Context: an optimization exercise on an open-source flow, tuned for small area and a short achievable clock period. The choices shown serve that exercise and are no tape-out recipe. In this exercise RTL edits were held to simulation tests only and were not proved equivalent to the original. Power is estimated from default activity; no workload was simulated.

--- flow/design.v ---
module commit_fifo #(
    parameter int P_ADDR_WIDTH = 5,
    parameter int P_DATA_WIDTH = 32
) (
    input  logic                    clk,
    input  logic                    rst,
    input  logic                    wr_en,
    input  logic                    commit,
    input  logic [P_DATA_WIDTH-1:0] data_in,
    output logic                    full,
    input  logic                    rd_en,
    output logic [P_DATA_WIDTH-1:0] data_out,
    output logic                    empty
);
localparam int N = 2**P_ADDR_WIDTH;
logic [P_DATA_WIDTH-1:0] ram [N];
logic [P_ADDR_WIDTH:0] waddr_q;
logic [P_ADDR_WIDTH:0] waddr_commit;
logic [P_ADDR_WIDTH:0] raddr_q;
logic [N-1:0]          rsel_n;       
logic                  full_q;       
logic                  not_full_q;   
logic                  empty_p;      
logic                  discarding;
logic                  output_slot_avail;   
logic                  slot_used_q;         
logic [P_ADDR_WIDTH:0] waddr_inc;
logic [P_ADDR_WIDTH:0] raddr_inc;
logic                  occ_m1;       
logic                  ccnt_full;    
logic                  ccnt_one;     
assign waddr_inc = waddr_q + 1'b1;
assign raddr_inc = raddr_q + 1'b1;
assign occ_m1    = (waddr_inc    ^ raddr_q) == {1'b1, {P_ADDR_WIDTH{1'b0}}};
assign ccnt_full = (waddr_commit ^ raddr_q) == {1'b1, {P_ADDR_WIDTH{1'b0}}};
assign ccnt_one  = waddr_commit == raddr_inc;
logic ready, adv, wr_ok, wr_drop, wr_commit, full_next, avail_next;
assign ready     = rd_en || !slot_used_q;
assign adv       = ready && !empty_p;
assign wr_ok     = wr_en && not_full_q && !discarding;
assign wr_drop   = wr_en && !(not_full_q && !discarding);
assign wr_commit = wr_ok && commit;
assign full_next  = !rst && !adv && (wr_ok ? occ_m1 : wr_drop ? ccnt_full : !not_full_q);
assign avail_next = rst || (empty_p && ready);
assign full  = full_q;
assign empty = output_slot_avail;
for (genvar i = 0; i < N; i++) begin : g_ram
    always_ff @(posedge clk)
        if (not_full_q && waddr_q[P_ADDR_WIDTH-1:0] == i)
            ram[i] <= data_in;
end
logic [P_DATA_WIDTH-1:0] rdata;
always_comb begin
    rdata = '1;
    for (int i = 0; i < N; i++)
        rdata = rdata & ({P_DATA_WIDTH{rsel_n[i]}} | ram[i]);
end
always_ff @(posedge clk) begin
    full_q            <= full_next;
    not_full_q        <= !full_next;
    output_slot_avail <= avail_next;
    slot_used_q       <= !avail_next;
end
always_ff @(posedge clk)
    if (rst) begin
        discarding        <= 1'b0;
        waddr_q           <= '0;
        waddr_commit      <= '0;
        raddr_q           <= '0;
        rsel_n            <= {{(N-1){1'b1}}, 1'b0};
        empty_p           <= 1'b1;
    end else begin
        if (wr_en)
            discarding <= !commit && !(not_full_q && !discarding);
        if (wr_drop)
            waddr_q <= waddr_commit;
        else if (wr_ok)
            waddr_q <= waddr_inc;
        if (wr_commit)
            waddr_commit <= waddr_inc;
        if (adv) begin
            raddr_q <= raddr_inc;
            rsel_n  <= {rsel_n[N-2:0], rsel_n[N-1]};
        end
        empty_p <= !wr_commit && (adv ? ccnt_one : empty_p);
    end
logic [P_DATA_WIDTH-1:0] data_hold;
logic hold;
assign hold = slot_used_q && !rd_en;    
always_ff @(posedge clk)
    if (!hold)
        data_hold <= rdata;
always_ff @(posedge clk)
    data_out <= ready ? rdata : data_hold;
endmodule
--- flow/config.mk ---
export PLATFORM = sky130hd
export DESIGN_NAME = commit_fifo
export DESIGN_NICKNAME = commit_fifo
export VERILOG_FILES = /design/flow/design.v
export SDC_FILE = /design/flow/constraint.sdc
export NUM_CORES = 4
export LEC_CHECK = 0
export CAP_MARGIN = 20
export CORE_MARGIN = 2
export CORE_UTILIZATION = 65
export CTS_CLUSTER_DIAMETER = 80
export CTS_CLUSTER_SIZE = 24
export SETUP_SLACK_MARGIN = 3.0
export SLEW_MARGIN = 20
--- flow/flow/move_out_regs.tcl ---
# Moves each register that drives an output port (through the port's output
# buffer) most of the way towards that buffer, then legalizes the placement.
# The register's output net is then short, and the longer wire moves to its
# input, which has timing slack to spare.
read_db $::env(RES_DIR)/3_place.odb
set block [ord::get_db_block]
set frac 0.75
set moved 0
foreach bterm [$block getBTerms] {
  if {[$bterm getIoType] ne "OUTPUT"} { continue }
  set net [$bterm getNet]
  set buf ""
  foreach it [$net getITerms] {
    if {[$it isOutputSignal]} { set buf [$it getInst] }
  }
  if {$buf eq ""} { continue }
  set bin ""
  foreach it [$buf getITerms] {
    if {[$it isInputSignal] && [$it getNet] ne "NULL"} { set bin [$it getNet] }
  }
  if {$bin eq ""} { continue }
  set ff ""
  foreach it [$bin getITerms] {
    if {[$it isOutputSignal]} { set ff [$it getInst] }
  }
  if {$ff eq ""} { continue }
  if {![[$ff getMaster] isSequential]} { continue }
  if {[llength [$bin getITerms]] != 2} { continue }
  set fl [$ff getLocation]
  set bl [$buf getLocation]
  set x [expr {int([lindex $fl 0] + $frac * ([lindex $bl 0] - [lindex $fl 0]))}]
  set y [expr {int([lindex $fl 1] + $frac * ([lindex $bl 1] - [lindex $fl 1]))}]
  puts "move [$ff getName] ([lindex $fl 0] [lindex $fl 1]) -> ($x $y), buffer [$buf getName] at ([lindex $bl 0] [lindex $bl 1])"
  $ff setLocation $x $y
  incr moved
}
puts "moved $moved registers"
detailed_placement
check_placement
write_db $::env(RES_DIR)/3_place.odb
--- flow/flow/run.sh ---
#!/bin/bash
# Own layout flow: the standard flow, with one extra step after placement
# that moves the registers driving output ports next to their output
# buffers (see move_out_regs.tcl), and clock tree synthesis without dummy
# loads (the same arguments as the standard flow's otherwise). Each tool's output goes to a log file of
# its own in the work folder.
set -euo pipefail
here=$(pwd)
res=$here/orfs/results/$FLOW_PLATFORM/commit_fifo/base
bash standard.sh synth floorplan place > $here/log_1_synth_floorplan_place.txt 2>&1
RES_DIR=$res openroad -no_init -exit $here/flow/move_out_regs.tcl > $here/log_2_move_out_regs.txt 2>&1
export CTS_ARGS="-sink_clustering_enable -repair_clock_nets -sink_clustering_size 24 -sink_clustering_max_diameter 80 -dont_use_dummy_load"
bash standard.sh > $here/log_3_cts_route_finish.txt 2>&1
test -s $here/out/final.def
--- flow/standard.sh ---
#!/bin/bash
# synth_recipe.tcl (not shown) runs the flow's synth.tcl, then flattens the netlist and writes it again
# the make line also repeats each setting of config.mk as NAME=value (left out here)
make -C /OpenROAD-flow-scripts/flow DESIGN_CONFIG=/design/flow/config.mk WORK_HOME=/design/flow/orfs CLKGATE_MAP_FILE= SYNTH_SCRIPT=/design/flow/synth_recipe.tcl "${@:-finish}"
--- flow/constraint.sdc ---
create_clock -name core_clock -period 5.0 [get_ports {clk}]
set_input_delay 1.0000 -clock core_clock [delete_from_list [all_inputs] [get_ports {clk}]]
set_output_delay 1.0000 -clock core_clock [all_outputs]
set_load 0.01 [all_outputs]
==> flow_metrics.py, run 1 <==
metrics = {
    "status": {
        "status": "finished clean",
    },
    "global_route": {
        "gr-total-overflow": 0,
        "grt_usage_pct": 41.8,
        "antenna_found_initial": 8,
        "grt_max_degree": 66,
        "grt_pass1_vias": 22800,
        "grt_pass1_wl_mm": 180,
    },
    "sta": {
        "finalCriticalPeriod_ns": 2.11,
        "max_freq_mhz": 474,
        "setup-violations-final": 0,
        "fin_crit_sh_pct": 42.2,
        "finalSetupTns_ns": 0,
        "worst_pin_slew_ns": 1.12,
        "clock_skew_ns": 0.0479,
        "slew_headroom_pct": 25.3,
        "hold_viol_final": 0,
        "drv_slew": 0,
        "rsz0062_at_grt": "yes",
    },
    "route": {
        "firstDrtPassIters": 6,
        "wl_per_cell_um": 41.6,
        "first_iter_violations": 4995,
        "ant_nets": 0,
        "drt_wl_total_mm": 136,
        "via_per_inst": 7.71,
        "via_count": 25200,
        "drc": 0,
    },
    "cts": {
        "cts_tree": "yes",
        "cts_sinks": 1144,
        "clock_tree.root_cell": "clkbuf_16",
        "cts.hold.buffers_added": 0,
        "clk_path_buf_depth": 3,
        "htreeDepth": 2,
        "clk_latency_ns": 0.66,
        "clk_pin_slew_ns": 0.09,
        "cts_buffers": 54,
    },
    "finish": {
        "final_common_cell": "edfxtp_1",
        "syn_to_final_growth_pct": 14.0,
        "fin_nets": 2518,
        "fill_cells": 3602,
        "final_cells": 3266,
        "drive_gt1_share_pct": 18.4,
        "finalInstanceArea_um2": 45900,
        "layout_common_cells": "edfxtp_1, o22ai_1, nor4_1",
    },
    "flow_run": {
        "cap_violations": 0,
    },
    "setup_path": {
        "cp_slowest_cell": "dfxtp_2",
        "end_kind": "output pin",
        "cp.buffers_inverters": 1,
        "worstPathRequired_ns": 4.00,
        "worstSetupPathType": "reg2out",
        "path_cells": "buf_6",
        "cp_max_fo": 1,
        "cpPeakStageDelay_ns": 0.34,
        "critPathLaunchType": "register",
        "worstPathArrival_ns": 1.11,
        "critPathTopFamily": "flip-flops",
    },
    "placement": {
        "dp_cells": 3083,
        "dpl.hpwl_mm": 65.4,
        "place.gp.congestion": 0.825,
        "io_buffer_count": 70,
        "placed_cell_area_um2": 42300,
    },
    "logic_synthesis": {
        "synth_nets": 2346,
        "synth_warnings": 2,
        "synth_edf_count": 1056,
        "avgSynthCellArea_um2": 17.5,
        "ys_types": 45,
        "postSynthCellCount": 2302,
        "synth_flop_cell": "edfxtp_1",
        "synthArstFlopShare_pct": 0,
        "synthesis.area_um2": 40300,
        "ys_seq_area_share_pct": 83.1,
        "ys_ff_latch": 1144,
    },
    "die": {
        "core_region_area_um2": 61500,
        "start_util_pct": 65.5,
        "die_w_um": 253,
        "die_y_um": 253,
        "ios": 71,
        "rows": 91,
        "dieArea_um2": 63900,
    },
    "pwr": {
        "p_per_area_nw_per_um2": 384,
        "p_leak_nw": 14.6,
        "vdd_ir_drop_max_mv": 0.412,
    },
    "hold_path": {
        "hold_class": "reg2reg",
    },
}
-- power breakdown --
part | switching (mW) | internal (mW) | leakage, nW
clock network | 2.75 | 1.92 | 0.665
registers | 0.219 | 10.7 | 10.4
logic | 1.27 | 0.726 | 3.56
-- final timing paths --
check | start | endpoint | slack, ns | depth (start not counted)
setup / recovery | data_out[27] | data_out[27] | 2.89 | 1
hold / removal | data_hold[20] | data_out[20] | 0.45 | 2
setup reg to reg | not_full_q | ram[1][17] | 2.94 | 5
hold reg to reg | data_hold[20] | data_out[20] | 0.45 | 2
-- cells by family after synthesis --
group,Yosys count,share of synthesized area [%]
AO/OA/AOI/OAI,575,9.12
buffers and inverters,167,1.70
XOR/XNOR,24,0.556
AND/OR/NAND/NOR,382,5.18
flip-flops,1144,83.1
adder cells (fa/ha/maj),7,0.218
multiplexers,3,0.0746
-- flip-flops by register name, summed over array words and instances, names as in the netlist --
name	count
data_hold	32
data_out	32
discarding	1
empty_p	1
full_q	1
not_full_q	1
output_slot_avail	1
raddr_q	6
ram	1024
rsel_n	32
slot_used_q	1
waddr_commit	6
waddr_q	6
-- synth_stat cells, drive strengths merged, types with 9 or more instances --
library cell  instances  area share [%]
nor2                 49            0.46
dfxtp                88             4.4
and2                 33            0.51
o22ai               512             8.0
nand2               110             1.0
o21ai                10            0.12
clkbuf              115             1.1
nand3                 9            0.11
a211o                31            0.67
and4                 32            0.70
xnor2                15            0.33
buf                  44            0.55
nor4                131             2.1
edfxtp             1056              79
-- repair_timing --
action                      CTS  global route
hold endpoints to repair      0             0
pin swaps                    32             7
setup endpoints to repair  1137           351
setup buffers                82            29
gates resized for setup     315            74
cloned                        8             6
-- cell type report --
cell class / instances / area [um^2] / area share, %
Sequential cell: 1144 / 33600 / 73.3
Multi-Input combinational cell: 999 / 6720 / 14.7
Timing Repair Buffer: 267 / 3130 / 6.82
Clock buffer: 54 / 1350 / 2.95
Tap cell: 790 / 988 / 2.15
Inverter: 8 / 37.5 / 0.0818
Antenna cell: 4 / 10.0 / 0.0218
-- per-layer routing --
layer	vias to the layer above	wire length (um)	part of all wire [%]	GRT usage (%)
met5	-	91	0.067	0
met4	14	7490	5.5	20.4
met3	441	22700	17	12.6
met2	2473	60300	44	61.5
met1	12500	45400	33	58.2
li1	9706	-	-	-
-- through the flow --
stage | power (mW) | hold slack (ns) | util, % | worst slack, ns
4_1_cts | 17.4 | 0.449 | 73.4 | 2.87
3_3_place_gp | 12.7 | 0.414 | 68.7 | 1.58
6_report | 17.6 | 0.450 | 74.6 | 2.89
2_1_floorplan | 11.9 | 0.408 | - | 2.75
5_1_grt | 17.9 | 0.482 | 74.6 | 2.88
3_5_place_dp | 12.8 | 0.423 | 68.8 | 1.64
==> run 2: changes to the inputs <==
==> flow/flow/run.sh (replaced) <==
#!/bin/bash
# Own layout flow: the standard flow, with one extra step after placement
# that moves the registers driving output ports next to their output
# buffers (see move_out_regs.tcl). Each tool's output goes to a log file of
# its own in the work folder.
set -euo pipefail
here=$(pwd)
res=$here/orfs/results/$FLOW_PLATFORM/commit_fifo/base
bash standard.sh synth floorplan place > $here/log_1_synth_floorplan_place.txt 2>&1
RES_DIR=$res openroad -no_init -exit $here/flow/move_out_regs.tcl > $here/log_2_move_out_regs.txt 2>&1
bash standard.sh > $here/log_3_cts_route_finish.txt 2>&1
test -s $here/out/final.def
--- a/flow/config.mk
+++ b/flow/config.mk
@@ -13,2 +13,3 @@
 export SETUP_SLACK_MARGIN = 3.0
 export SLEW_MARGIN = 20
+export TNS_END_PERCENT = 20
==> flow_metrics.py, run 2 <==
metrics = {
    "finish": {
        "fill_cells": 3598,
        "largest_reg_flops": 1024,
        "drive_gt1_share_pct": 17.8,
        "final_common_cell": "edfxtp_1",
        "top_register": "ram",
        "fin_nets": 2556,
        "syn_to_final_growth_pct": 14.2,
        "regArea_um2": 33600,
        "multiInputGateArea_um2": 6620,
        "layout_common_cells": "edfxtp_1, o22ai_1, buf_4",
    },
    "cts": {
        "cts_tree": "yes",
        "cts_buffers": 53,
        "cts.hold.buffers_added": 0,
        "clk_path_buf_depth": 3,
        "cts_sinks": 1144,
        "clock_tree.root_cell": "clkbuf_16",
        "clk_pin_slew_ns": 0.10,
        "clk_latency_ns": 0.66,
        "htreeDepth": 2,
    },
    "setup_path": {
        "cpPeakStageDelay_ns": 0.44,
        "cp.buffers_inverters": 3,
        "worstPathRequired_ns": 5.29,
        "path_cells": "buf_4 > ha_4 > buf_4 > nand3_2 > nor2_4 > buf_6",
        "worstSetupPathType": "reg2reg",
        "cp_max_fo": 23,
        "crit_top_cell": "buf_4",
        "critPathTopFamily": "buffers and inverters",
        "worstPathArrival_ns": 2.53,
        "critPathLaunchType": "register",
        "cp_slowest_cell": "buf_6",
        "end_kind": "register",
    },
    "placement": {
        "io_buffer_count": 70,
        "place.gp.congestion": 0.845,
        "dpl.hpwl_mm": 67.1,
    },
    "die": {
        "rows": 91,
        "dieArea_um2": 63900,
        "die_y_um": 253,
        "die_w_um": 253,
        "ios": 71,
        "core_region_area_um2": 61500,
        "start_util_pct": 65.5,
    },
    "logic_synthesis": {
        "avgSynthCellArea_um2": 17.5,
        "synthArstFlopShare_pct": 0,
        "synth_warnings": 2,
        "synth_nets": 2346,
        "ys_ff_latch": 1144,
        "synth_area_leaders": "edfxtp_1, o22ai_1, dfxtp_1",
        "postSynthCellCount": 2302,
        "yosys-top-cells-count": "edfxtp_1, o22ai_1, nor4_1",
        "ys_seq_area_share_pct": 83.1,
        "synth_edf_count": 1056,
        "synthesis.area_um2": 40300,
        "synth.top_cell.area_share_pct": 78.8,
        "ys_types": 45,
        "yosysMostFrequentCell": "edfxtp_1",
        "yosysTopAreaCell": "edfxtp_1",
        "synth_flop_cell": "edfxtp_1",
    },
    "global_route": {
        "antenna_found_initial": 6,
        "grt_max_degree": 55,
        "gr-total-overflow": 0,
        "grt_pass1_vias": 22900,
        "grt_pass1_wl_mm": 182,
        "grt_usage_pct": 42.3,
    },
    "route": {
        "via_per_inst": 7.64,
        "wl_per_cell_um": 41.4,
        "via_count": 25600,
        "drc": 0,
        "first_iter_violations": 4764,
        "drt_wl_total_mm": 139,
        "ant_nets": 0,
        "firstDrtPassIters": 5,
    },
    "sta": {
        "setup-violations-final": 0,
        "finalSetupTns_ns": 0,
        "hold_viol_final": 0,
        "slew_headroom_pct": 21.9,
        "fin_crit_sh_pct": 44.8,
        "rsz0062_at_grt": "yes",
        "clock_skew_ns": 0.0281,
        "finalCriticalPeriod_ns": 2.24,
        "worst_pin_slew_ns": 1.17,
        "drv_slew": 0,
        "max_freq_mhz": 446,
    },
    "pwr": {
        "p_per_area_nw_per_um2": 388,
        "vdd_ir_drop_max_mv": 0.327,
        "power_mw": 17.8,
        "p_leak_nw": 14.7,
    },
    "hold_path": {
        "hold_class": "reg2reg",
    },
    "status": {
        "status": "finished clean",
    },
    "flow_run": {
        "cap_violations": 0,
    },
}
==> run 2: cells by family (layout without fill, tap and decap cells) <==
| group | count (synthesis) | after routing | synth area share (%) |
|---|---|---|---|
| fa+ha+maj | 7 | 7 | 0.218 |
| compound gates | 575 | 575 | 9.12 |
| simple gates | 382 | 390 | 5.18 |
| buf+inv | 167 | 413 | 1.70 |
| other cells | 0 | 3 | 0 |
| mux | 3 | 3 | 0.0746 |
| flops | 1144 | 1144 | 83.1 |
| xor+xnor | 24 | 24 | 0.556 |
==> run 2: layer usage <==
metal	wire length (um)	global-route usage [%]	up-vias
met1	46200	59.3	12700
met5	36	0	-
li1	-	-	9836
met3	23700	12.9	452
met4	8260	20.6	6
met2	60500	61.6	2560
==> run 2: worst paths after layout <==
path,from,to,slack (ns),depth (start not counted)
setup / recovery,waddr_q[1],ram[23][12],2.76,6
hold / removal,data_hold[2],data_out[2],0.43,2
setup reg to reg,waddr_q[1],ram[23][12],2.76,6
hold reg to reg,data_hold[2],data_out[2],0.43,2
==> run 2: where the power goes <==
group	internal, mW	switching, mW
registers	10.7	0.190
clock network	2.09	2.83
logic	0.675	1.33
==> run 2: final cells by class <==
| type | instances | share of cell area (%) |
|---|---|---|
| inverter | 8 | 0.0817 |
| antenna | 3 | 0.0163 |
| tap | 790 | 2.15 |
| clock buffer | 97 | 3.34 |
| clock inverter | 2 | 0.0381 |
| sequential | 1144 | 73.1 |
| multi-input combinational | 999 | 14.4 |
| timing repair buffer | 306 | 6.85 |
==> run 2: per-stage QoR <==
step | setup WS (ns) | std cells | hold WS, ns | instance area (um^2) | util [%]
final | 2.76 | 3349 | 0.435 | 46000 | 74.8
after global routing | 2.81 | 3346 | 0.455 | 46000 | 74.7
after CTS | 2.82 | 3273 | 0.441 | 45000 | 73.3
after detailed placement | 1.59 | 3085 | 0.420 | 42300 | 68.8
after global placement | 1.65 | 3080 | 0.413 | 42200 | 68.6
after floorplan | 2.75 | 2302 | 0.408 | 40300 | -
==> run 2: timing repair <==
action                                   CTS  global route
resized for setup                        244            36
pin swaps                                 29             6
setup buffers                             83            69
endpoints found under the setup margin  1155           700
gates cloned                               6             4
==> run 2: worst register-to-register path: cells and delay by family (launching register included) <==
family,cells,cell delay [ns]
adders and majority gates,1,0.13
DFF,1,0.37
and+or+nand+nor,2,0.62
buffers and inverters,3,0.71
==> run 3: changes to the inputs <==
--- a/flow/config.mk
+++ b/flow/config.mk
@@ -11,5 +11,5 @@
 export CTS_CLUSTER_DIAMETER = 80
 export CTS_CLUSTER_SIZE = 24
+export PLACE_DENSITY = 0.75
 export SETUP_SLACK_MARGIN = 3.0
 export SLEW_MARGIN = 20
-export TNS_END_PERCENT = 20
==> flow_metrics.py, run 3 <==
metrics = {
    "status": {
        "status": "finished clean",
    },
    "setup_path": {
        "crit_cells": 1,
        "worstPathRequired_ns": 4.00,
        "critical_path.startpoint": "data_out[25]",
        "cp_max_fo": 1,
        "critPathTopFamily": "flip-flops",
        "r2r_slack_ns": 2.91,
        "worstPathArrival_ns": 1.11,
        "timing.rr.start": "rsel_n[1]",
        "cp.buffers_inverters": 1,
        "critPathLaunchType": "register",
        "reg2regPathDepth": 6,
        "cpPeakStageDelay_ns": 0.34,
        "worstSetupPathType": "reg2out",
        "cp_slowest_cell": "dfxtp_2",
        "end_kind": "output pin",
        "path_cells": "buf_6",
    },
    "finish": {
        "finish.utilization_pct": 74.8,
        "final_cells": 3320,
        "layout_common_cells": "edfxtp_1, o22ai_1, nor4_1",
        "final_common_cell": "edfxtp_1",
        "top_register": "ram",
        "largest_reg_flops": 1024,
        "drive_gt1_share_pct": 18.5,
        "fin_nets": 2524,
        "syn_to_final_growth_pct": 14.3,
    },
    "sta": {
        "finalSetupTns_ns": 0,
        "clock_skew_ns": 0.0199,
        "whs_ns": 0.434,
        "hold_viol_final": 0,
        "setup-violations-final": 0,
        "slew_headroom_pct": 27.6,
        "finalCriticalPeriod_ns": 2.11,
        "max_freq_mhz": 474,
        "rsz0062_at_grt": "yes",
        "drv_slew": 0,
        "setup_slack_ns": 2.89,
        "worst_pin_slew_ns": 1.08,
        "fin_crit_sh_pct": 42.2,
    },
    "hold_path": {
        "hold_class": "reg2reg",
        "whs_path_depth": 2,
        "worstHoldStart": "data_hold[4]",
    },
    "logic_synthesis": {
        "synth_area_leaders": "edfxtp_1, o22ai_1, dfxtp_1",
        "synthArstFlopShare_pct": 0,
        "synth.top_cell.area_share_pct": 78.8,
        "yosys-top-cells-count": "edfxtp_1, o22ai_1, nor4_1",
        "synthesis.area_um2": 40300,
        "synth_nets": 2346,
        "ys_types": 45,
        "yosysTopAreaCell": "edfxtp_1",
        "ys_ff_latch": 1144,
        "yosysMostFrequentCell": "edfxtp_1",
        "avgSynthCellArea_um2": 17.5,
        "synth_edf_count": 1056,
        "synth_flop_cell": "edfxtp_1",
        "ys_seq_area_share_pct": 83.1,
        "synth_warnings": 2,
        "postSynthCellCount": 2302,
    },
    "pwr": {
        "p_leak_nw": 14.7,
        "p_per_area_nw_per_um2": 388,
        "vdd_ir_drop_max_mv": 0.366,
    },
    "cts": {
        "cts_buffers": 54,
        "clk_path_buf_depth": 3,
        "htreeDepth": 2,
        "clk_pin_slew_ns": 0.10,
        "clk_latency_ns": 0.66,
        "clock_tree.root_cell": "clkbuf_16",
        "cts_sinks": 1144,
        "cts_tree": "yes",
    },
    "route": {
        "wl_per_cell_um": 40.4,
        "via_count": 25500,
        "via_per_inst": 7.69,
        "drc": 0,
        "ant_nets": 0,
        "drt_wl_total_mm": 134,
        "firstDrtPassIters": 8,
        "first_iter_violations": 5100,
    },
    "die": {
        "rows": 91,
        "ios": 71,
        "start_util_pct": 65.5,
        "die_w_um": 253,
        "dieArea_um2": 63900,
        "core_region_area_um2": 61500,
        "die_y_um": 253,
    },
    "global_route": {
        "grt_pass1_wl_mm": 180,
        "antenna_found_initial": 7,
        "grt_pass1_vias": 23500,
        "gr-total-overflow": 0,
        "grt_usage_pct": 41.8,
        "grt_max_degree": 66,
    },
    "placement": {
        "dp_cells": 3076,
        "place.gp.congestion": 0.853,
        "io_buffer_count": 70,
        "dpl.hpwl_mm": 63.3,
        "pre_cts_slack_ns": 1.90,
    },
    "flow_run": {
        "cap_violations": 0,
    },
}
## run 3: timing repair
action	4_1_cts	5_1_grt
resized for setup	277	67
gates cloned	8	0
hold buffers	0	0
setup buffers	107	23
pin swaps	33	7
setup endpoints to repair	1167	494
## run 3: logic make-up after synthesis
kind of cell | count (synthesis) | share of synthesized area [%]
flip-flops | 1144 | 83.1
AND/OR/NAND/NOR | 382 | 5.18
AO/OA/AOI/OAI | 575 | 9.12
adder cells (fa/ha/maj) | 7 | 0.218
multiplexers | 3 | 0.0746
buffers and inverters | 167 | 1.70
XOR/XNOR | 24 | 0.556
## run 3: power breakdown
group / switching, mW / total, mW / internal (mW)
logic: 1.28 / 1.97 / 0.686
registers: 0.211 / 10.9 / 10.7
clock network: 2.84 / 4.97 / 2.14
## run 3: worst reg2reg max path, cell delays in order, from the launching register on
cell	delay [ns]
dfxtp_4	0.59
buf_8	0.34
o22ai_1	0.15
nor4_1	0.36
and4_2	0.42
nand2_1	0.08
nand2_1	0.09
## run 3: area by class of cell
class                   count  area [um^2]
flip-flops and latches   1144        33600
fillers                  3392        15500
multi-input cells         999         6740
repair buffers            273         3000
clock buffers              93         1530
well taps                 790          988
clock inverters             6         68.8
inverters                   8         32.5
diodes                      7         17.5
## run 3: metal layers
| layer | share of wire [%] | GRT usage, % |
|---|---|---|
| met5 | 0.077 | 0 |
| met1 | 31 | 53.9 |
| met4 | 8.4 | 28.3 |
| met2 | 43 | 61.0 |
| met3 | 17 | 13.8 |
## run 3: worst paths after layout
kind                       end
setup / recovery  data_out[25]
hold / removal     data_out[4]
setup reg to reg   data_out[3]
hold reg to reg    data_out[4]
## run 3: metrics by stage
| stage | instance area [um^2] | total power, mW |
|---|---|---|
| 2_1_floorplan | 40600 | 11.9 |
| 3_3_place_gp | 42200 | 12.7 |
| 3_5_place_dp | 42300 | 12.7 |
| 4_1_cts | 45500 | 17.6 |
| 5_1_grt | 46000 | 18.2 |
| 6_report | 46000 | 17.8 |
==> run 4: changes to the inputs <==
--- a/flow/config.mk
+++ b/flow/config.mk
@@ -11,5 +11,4 @@
 export CTS_CLUSTER_DIAMETER = 80
 export CTS_CLUSTER_SIZE = 24
-export PLACE_DENSITY = 0.75
 export SETUP_SLACK_MARGIN = 3.0
 export SLEW_MARGIN = 20
==> flow_metrics.py, run 4 <==
metrics = {
    "route": {
        "firstDrtPassIters": 9,
        "drt_wl_total_mm": 134,
        "wl_per_cell_um": 40.4,
        "drc": 0,
        "ant_nets": 0,
        "via_per_inst": 7.58,
        "via_count": 25100,
        "first_iter_violations": 4422,
    },
    "finish": {
        "regArea_um2": 33600,
        "multiInputGateArea_um2": 6710,
        "final_common_cell": "edfxtp_1",
        "fin_nets": 2515,
        "syn_to_final_growth_pct": 14.2,
        "fill_cells": 3581,
        "largest_reg_flops": 1024,
        "layout_common_cells": "edfxtp_1, o22ai_1, nor4_1",
        "final_cells": 3309,
        "drive_gt1_share_pct": 18.1,
        "top_register": "ram",
    },
    "global_route": {
        "gr-total-overflow": 0,
        "antenna_found_initial": 2,
        "grt_pass1_vias": 22900,
        "grt_pass1_wl_mm": 181,
        "grt_usage_pct": 41.9,
        "grt_max_degree": 66,
    },
    "pwr": {
        "p_per_area_nw_per_um2": 389,
        "p_leak_nw": 14.6,
        "vdd_ir_drop_max_mv": 0.450,
    },
    "die": {
        "ios": 71,
        "start_util_pct": 65.5,
        "die_y_um": 253,
        "dieArea_um2": 63900,
        "core_region_area_um2": 61500,
        "rows": 91,
        "die_w_um": 253,
    },
    "setup_path": {
        "cp_slowest_cell": "dfxtp_2",
        "end_kind": "output pin",
        "critPathLaunchType": "register",
        "worstSetupPathType": "reg2out",
        "critPathTopFamily": "flip-flops",
        "path_cells": "buf_6",
        "worstPathArrival_ns": 1.11,
        "cp.buffers_inverters": 1,
        "cpPeakStageDelay_ns": 0.33,
        "worstPathRequired_ns": 4.00,
        "cp_max_fo": 1,
    },
    "logic_synthesis": {
        "synthArstFlopShare_pct": 0,
        "synth_edf_count": 1056,
        "synth_flop_cell": "edfxtp_1",
        "yosysMostFrequentCell": "edfxtp_1",
        "yosysTopAreaCell": "edfxtp_1",
        "synth.top_cell.area_share_pct": 78.8,
        "ys_ff_latch": 1144,
        "yosys-top-cells-count": "edfxtp_1, o22ai_1, nor4_1",
        "ys_types": 45,
        "postSynthCellCount": 2302,
        "synth_warnings": 2,
        "synth_area_leaders": "edfxtp_1, o22ai_1, dfxtp_1",
        "ys_seq_area_share_pct": 83.1,
        "synth_nets": 2346,
        "synthesis.area_um2": 40300,
        "avgSynthCellArea_um2": 17.5,
    },
    "placement": {
        "io_buffer_count": 70,
        "dp_cells": 3083,
        "place.gp.congestion": 0.825,
        "dpl.hpwl_mm": 65.4,
    },
    "cts": {
        "htreeDepth": 2,
        "clk_path_buf_depth": 3,
        "cts_sinks": 1144,
        "cts_tree": "yes",
        "clk_latency_ns": 0.66,
        "clk_pin_slew_ns": 0.09,
        "cts_buffers": 54,
        "clock_tree.root_cell": "clkbuf_16",
    },
    "sta": {
        "rsz0062_at_grt": "yes",
        "hold_viol_final": 0,
        "finalCriticalPeriod_ns": 2.11,
        "setup-violations-final": 0,
        "clock_skew_ns": 0.0225,
        "drv_slew": 0,
        "finalSetupTns_ns": 0,
        "whs_ns": 0.450,
        "fin_crit_sh_pct": 42.2,
        "worst_pin_slew_ns": 1.12,
        "max_freq_mhz": 474,
        "slew_headroom_pct": 25.2,
    },
    "status": {
        "status": "finished clean",
    },
    "hold_path": {
        "hold_class": "reg2reg",
    },
    "flow_run": {
        "cap_violations": 0,
    },
}
## run 4: changes by cell type in the layout (fill, tap and decap cells not counted), moves of 8 or more
| cell | delta |
|---|---|
| dfxtp_1 | -10 |
| buf_12 | +8 |
| buf_8 | -11 |
| buf_4 | -9 |
| dfxtp_2 | +12 |
| buf_6 | +15 |
| buf_2 | -12 |
## run 4: through the flow
stage / setup slack [ns] / area (um^2) / utilization, % / power (mW)
floorplan: 2.75 / 40600 / - / 11.9
global placement: 1.58 / 42200 / 68.7 / 12.7
detailed placement: 1.64 / 42300 / 68.8 / 12.8
CTS: 2.87 / 45600 / 74.1 / 17.7
global route: 2.86 / 46000 / 74.8 / 18.3
finish: 2.89 / 46000 / 74.8 / 17.9
## run 4: cell families (layout without fill, tap and decap cells)
group | count (synthesis) | count (layout) | synth area share (%)
other | 0 | 4 | 0
DFF | 1144 | 1144 | 83.1
buffers and inverters | 167 | 372 | 1.70
xor gates and xnor gates | 24 | 24 | 0.556
muxes | 3 | 3 | 0.0746
AOI/OAI and AO/OA | 575 | 575 | 9.12
adders and majority gates | 7 | 7 | 0.218
and+or+nand+nor | 382 | 390 | 5.18
## run 4: repair_timing
item / CTS / global route
pin swaps: 29 / 3
hold buffers: 0 / 0
resized for setup: 310 / 64
setup buffers: 100 / 12
endpoints found under the setup margin: 1145 / 742
gates cloned: 8 / 2
hold endpoints to repair: 0 / 0
## run 4: worst paths after layout
kind | startpoint | to | slack (ns) | cells past startpoint
worst min register to register | data_hold[20] | data_out[20] | 0.45 | 2
worst max-delay path | data_out[12] | data_out[12] | 2.89 | 1
worst min-delay path | data_hold[20] | data_out[20] | 0.45 | 2
worst max register to register | waddr_q[1] | not_full_q | 2.95 | 7
## run 4: area by class of cell
type | count | share of cell area (%)
Antenna cell | 4 | 0.0218
Clock buffer | 94 | 3.36
Clock inverter | 6 | 0.109
Inverter | 8 | 0.0707
Multi-Input combinational cell | 999 | 14.6
Sequential cell | 1144 | 73.1
Tap cell | 790 | 2.15
Timing Repair Buffer | 264 | 6.56
## run 4: routing by layer
layer | GRT usage [%] | up-vias | part of all wire, % | wire [um]
li1 | - | 9751 | - | -
met5 | 0 | - | 0.020 | 27
met3 | 12.1 | 407 | 17 | 22400
met4 | 19.2 | 4 | 5.4 | 7230
met1 | 58.7 | 12500 | 34 | 44900
met2 | 62.0 | 2408 | 44 | 59300
## run 4: power breakdown
group	switching (mW)	internal [mW]	total, mW
clock	2.86	2.13	4.98
combinational	1.28	0.728	2.01
sequential	0.206	10.7	10.9
total	4.34	13.6	17.9
==> run 5: changes to the inputs <==
--- a/flow/config.mk
+++ b/flow/config.mk
@@ -11,4 +11,4 @@
 export CTS_CLUSTER_DIAMETER = 80
 export CTS_CLUSTER_SIZE = 24
-export SETUP_SLACK_MARGIN = 3.0
+export SETUP_SLACK_MARGIN = 3.1
 export SLEW_MARGIN = 20
==> flow_metrics.py, run 5 <==
metrics = {
    "die": {
        "rows": 91,
        "ios": 71,
        "die_y_um": 253,
        "start_util_pct": 65.5,
        "die_w_um": 253,
        "dieArea_um2": 63900,
        "core_region_area_um2": 61500,
    },
    "setup_path": {
        "cp.buffers_inverters": 1,
        "critPathTopFamily": "flip-flops",
        "critPathLaunchType": "register",
        "end_kind": "output pin",
        "path_cells": "buf_2",
        "worstPathArrival_ns": 1.11,
        "cpPeakStageDelay_ns": 0.32,
        "cp_max_fo": 1,
        "worstSetupPathType": "reg2out",
        "worstPathRequired_ns": 4.00,
        "cp_slowest_cell": "dfxtp_1",
    },
    "sta": {
        "max_freq_mhz": 473,
        "fin_crit_sh_pct": 42.3,
        "hold_viol_final": 0,
        "setup-violations-final": 0,
        "rsz0062_at_grt": "yes",
        "drv_slew": 0,
        "setup_slack_ns": 2.89,
        "finalSetupTns_ns": 0,
        "finalCriticalPeriod_ns": 2.11,
        "worst_pin_slew_ns": 1.15,
        "slew_headroom_pct": 23.1,
        "clock_skew_ns": 0.0231,
    },
    "cts": {
        "clk_pin_slew_ns": 0.10,
        "htreeDepth": 2,
        "cts_tree": "yes",
        "clk_latency_ns": 0.67,
        "cts_buffers": 54,
        "cts_sinks": 1144,
        "clk_path_buf_depth": 3,
        "clock_tree.root_cell": "clkbuf_16",
    },
    "hold_path": {
        "hold_class": "reg2reg",
    },
    "global_route": {
        "gr-total-overflow": 0,
        "grt_pass1_wl_mm": 184,
        "grt_pass1_vias": 23400,
        "grt_usage_pct": 42.8,
        "grt_max_degree": 55,
        "antenna_found_initial": 4,
    },
    "route": {
        "firstDrtPassIters": 6,
        "via_count": 25600,
        "first_iter_violations": 4938,
        "via_per_inst": 7.62,
        "drc": 0,
        "drt_wl_total_mm": 138,
        "ant_nets": 0,
        "wl_per_cell_um": 41.2,
    },
    "placement": {
        "io_buffer_count": 70,
        "place.gp.congestion": 0.860,
        "dpl.hpwl_mm": 65.3,
        "pre_cts_slack_ns": 1.99,
        "placed_cell_area_um2": 42300,
    },
    "logic_synthesis": {
        "postSynthCellCount": 2302,
        "ys_ff_latch": 1144,
        "yosys-top-cells-count": "edfxtp_1, o22ai_1, nor4_1",
        "synthesis.area_um2": 40300,
        "synth_edf_count": 1056,
        "ys_types": 45,
        "synth.top_cell.area_share_pct": 78.8,
        "synth_area_leaders": "edfxtp_1, o22ai_1, dfxtp_1",
        "yosysMostFrequentCell": "edfxtp_1",
        "avgSynthCellArea_um2": 17.5,
        "synth_warnings": 2,
        "synth_nets": 2346,
        "synthArstFlopShare_pct": 0,
        "ys_seq_area_share_pct": 83.1,
        "synth_flop_cell": "edfxtp_1",
        "yosysTopAreaCell": "edfxtp_1",
    },
    "pwr": {
        "p_per_area_nw_per_um2": 385,
        "vdd_ir_drop_max_mv": 0.360,
        "p_leak_nw": 15.1,
    },
    "finish": {
        "finalInstanceArea_um2": 46900,
        "fin_nets": 2564,
        "layout_common_cells": "edfxtp_1, o22ai_1, buf_4",
        "largest_reg_flops": 1024,
        "syn_to_final_growth_pct": 16.4,
        "top_register": "ram",
        "final_common_cell": "edfxtp_1",
        "drive_gt1_share_pct": 20.3,
    },
    "flow_run": {
        "cap_violations": 0,
    },
    "status": {
        "status": "finished clean",
    },
}
## run 5: worst paths after layout
path	startpoint	end	slack, ns	cells after the start
setup / recovery	data_out[19]	data_out[19]	2.89	1
hold / removal	data_hold[6]	data_out[6]	0.45	2
setup reg to reg	waddr_q[2]	full_q	3.03	5
hold reg to reg	data_hold[6]	data_out[6]	0.45	2
## run 5: metal layers
layer	vias to the layer above	GRT usage (%)	routed length, um
met3	477	13.0	24000
li1	9842	-	-
met5	-	0	43
met1	12700	59.3	45500
met4	6	22.6	8840
met2	2534	62.0	59900
## run 5: power by group
| group | switching (mW) | total, mW | internal (mW) | leakage (nW) |
|---|---|---|---|---|
| Clock | 2.89 | 5.05 | 2.16 | 0.767 |
| Combinational | 1.37 | 2.16 | 0.783 | 4.02 |
| Sequential | 0.156 | 10.9 | 10.7 | 10.4 |
| Total | 4.42 | 18.1 | 13.6 | 15.1 |
## run 5: logic make-up after synthesis
kind of cell / after synthesis / synth area share [%]
multiplexers: 3 / 0.0746
flip-flops: 1144 / 83.1
adder cells (fa/ha/maj): 7 / 0.218
AND/OR/NAND/NOR: 382 / 5.18
XOR/XNOR: 24 / 0.556
buffers and inverters: 167 / 1.70
AO/OA/AOI/OAI: 575 / 9.12
## run 5: through the flow
stage	hold WS, ns	utilization (%)	total power [mW]	cells
after floorplan	0.408	-	11.9	2302
after global placement	0.413	68.7	12.7	3075
after detailed placement	0.417	68.7	12.8	3077
after CTS	0.451	74.8	17.8	3321
after global routing	0.470	76.2	18.4	3356
final	0.448	76.2	18.1	3356
## run 5: layout make-up
cell class | instances | area, um^2
fill | 3504 | 14600
timing repair inverter | 1 | 6.26
timing repair buffer | 314 | 3790
inverter | 8 | 45.0
tap | 790 | 988
sequential | 1144 | 33600
clock inverter | 4 | 37.5
clock buffer | 97 | 1580
antenna | 1 | 2.50
multi-input combinational | 997 | 6780
## run 5: repair_timing
item                                    4_1_cts  5_1_grt
endpoints found under the setup margin     1209     1124
buffers inserted                            135       29
gates resized for setup                     320      111
pin swaps                                    31       13
hold buffers                                  0        0
cloned                                        8        5

## separate check: timing with driven ports
No port has a modelled driver above. Below, the same layouts with a new extraction and two added sets of constraints.
Step 1 sets driving cells, clkbuf_16 on the clock port and buf_2 on the other inputs (assumed; they add their load-dependent delay and slew).
Step 2 also shifts input and output timing later by t, the mid clock arrival at the registers, as if the neighbouring blocks saw the same clock.
Slacks: ideal / step 1 / step 2; pairs: ideal / step 1.
run	t (ns)	slack for setup (ns)	worst setup path after step 2	worst register clock-pin slew, ns	worst data-port slew with drivers (ns)
run 1	0.700	2.889 / 2.825 / 2.298	input to register	0.10 / 0.10	0.10
run 2	0.716	2.759 / 2.759 / 2.316	input to register	0.10 / 0.10	0.12
run 3	0.716	2.891 / 2.827 / 2.352	input to register	0.10 / 0.10	0.11
run 4	0.718	2.892 / 2.826 / 2.351	input to register	0.10 / 0.10	0.09
run 5	0.722	2.885 / 2.820 / 2.387	input to register	0.10 / 0.10	0.13
After both steps setup and hold are still met in every run listed. For run 1, which loses most, drivers alone change the setup slack by -0.064 ns; drivers and shift together by -0.591 ns.
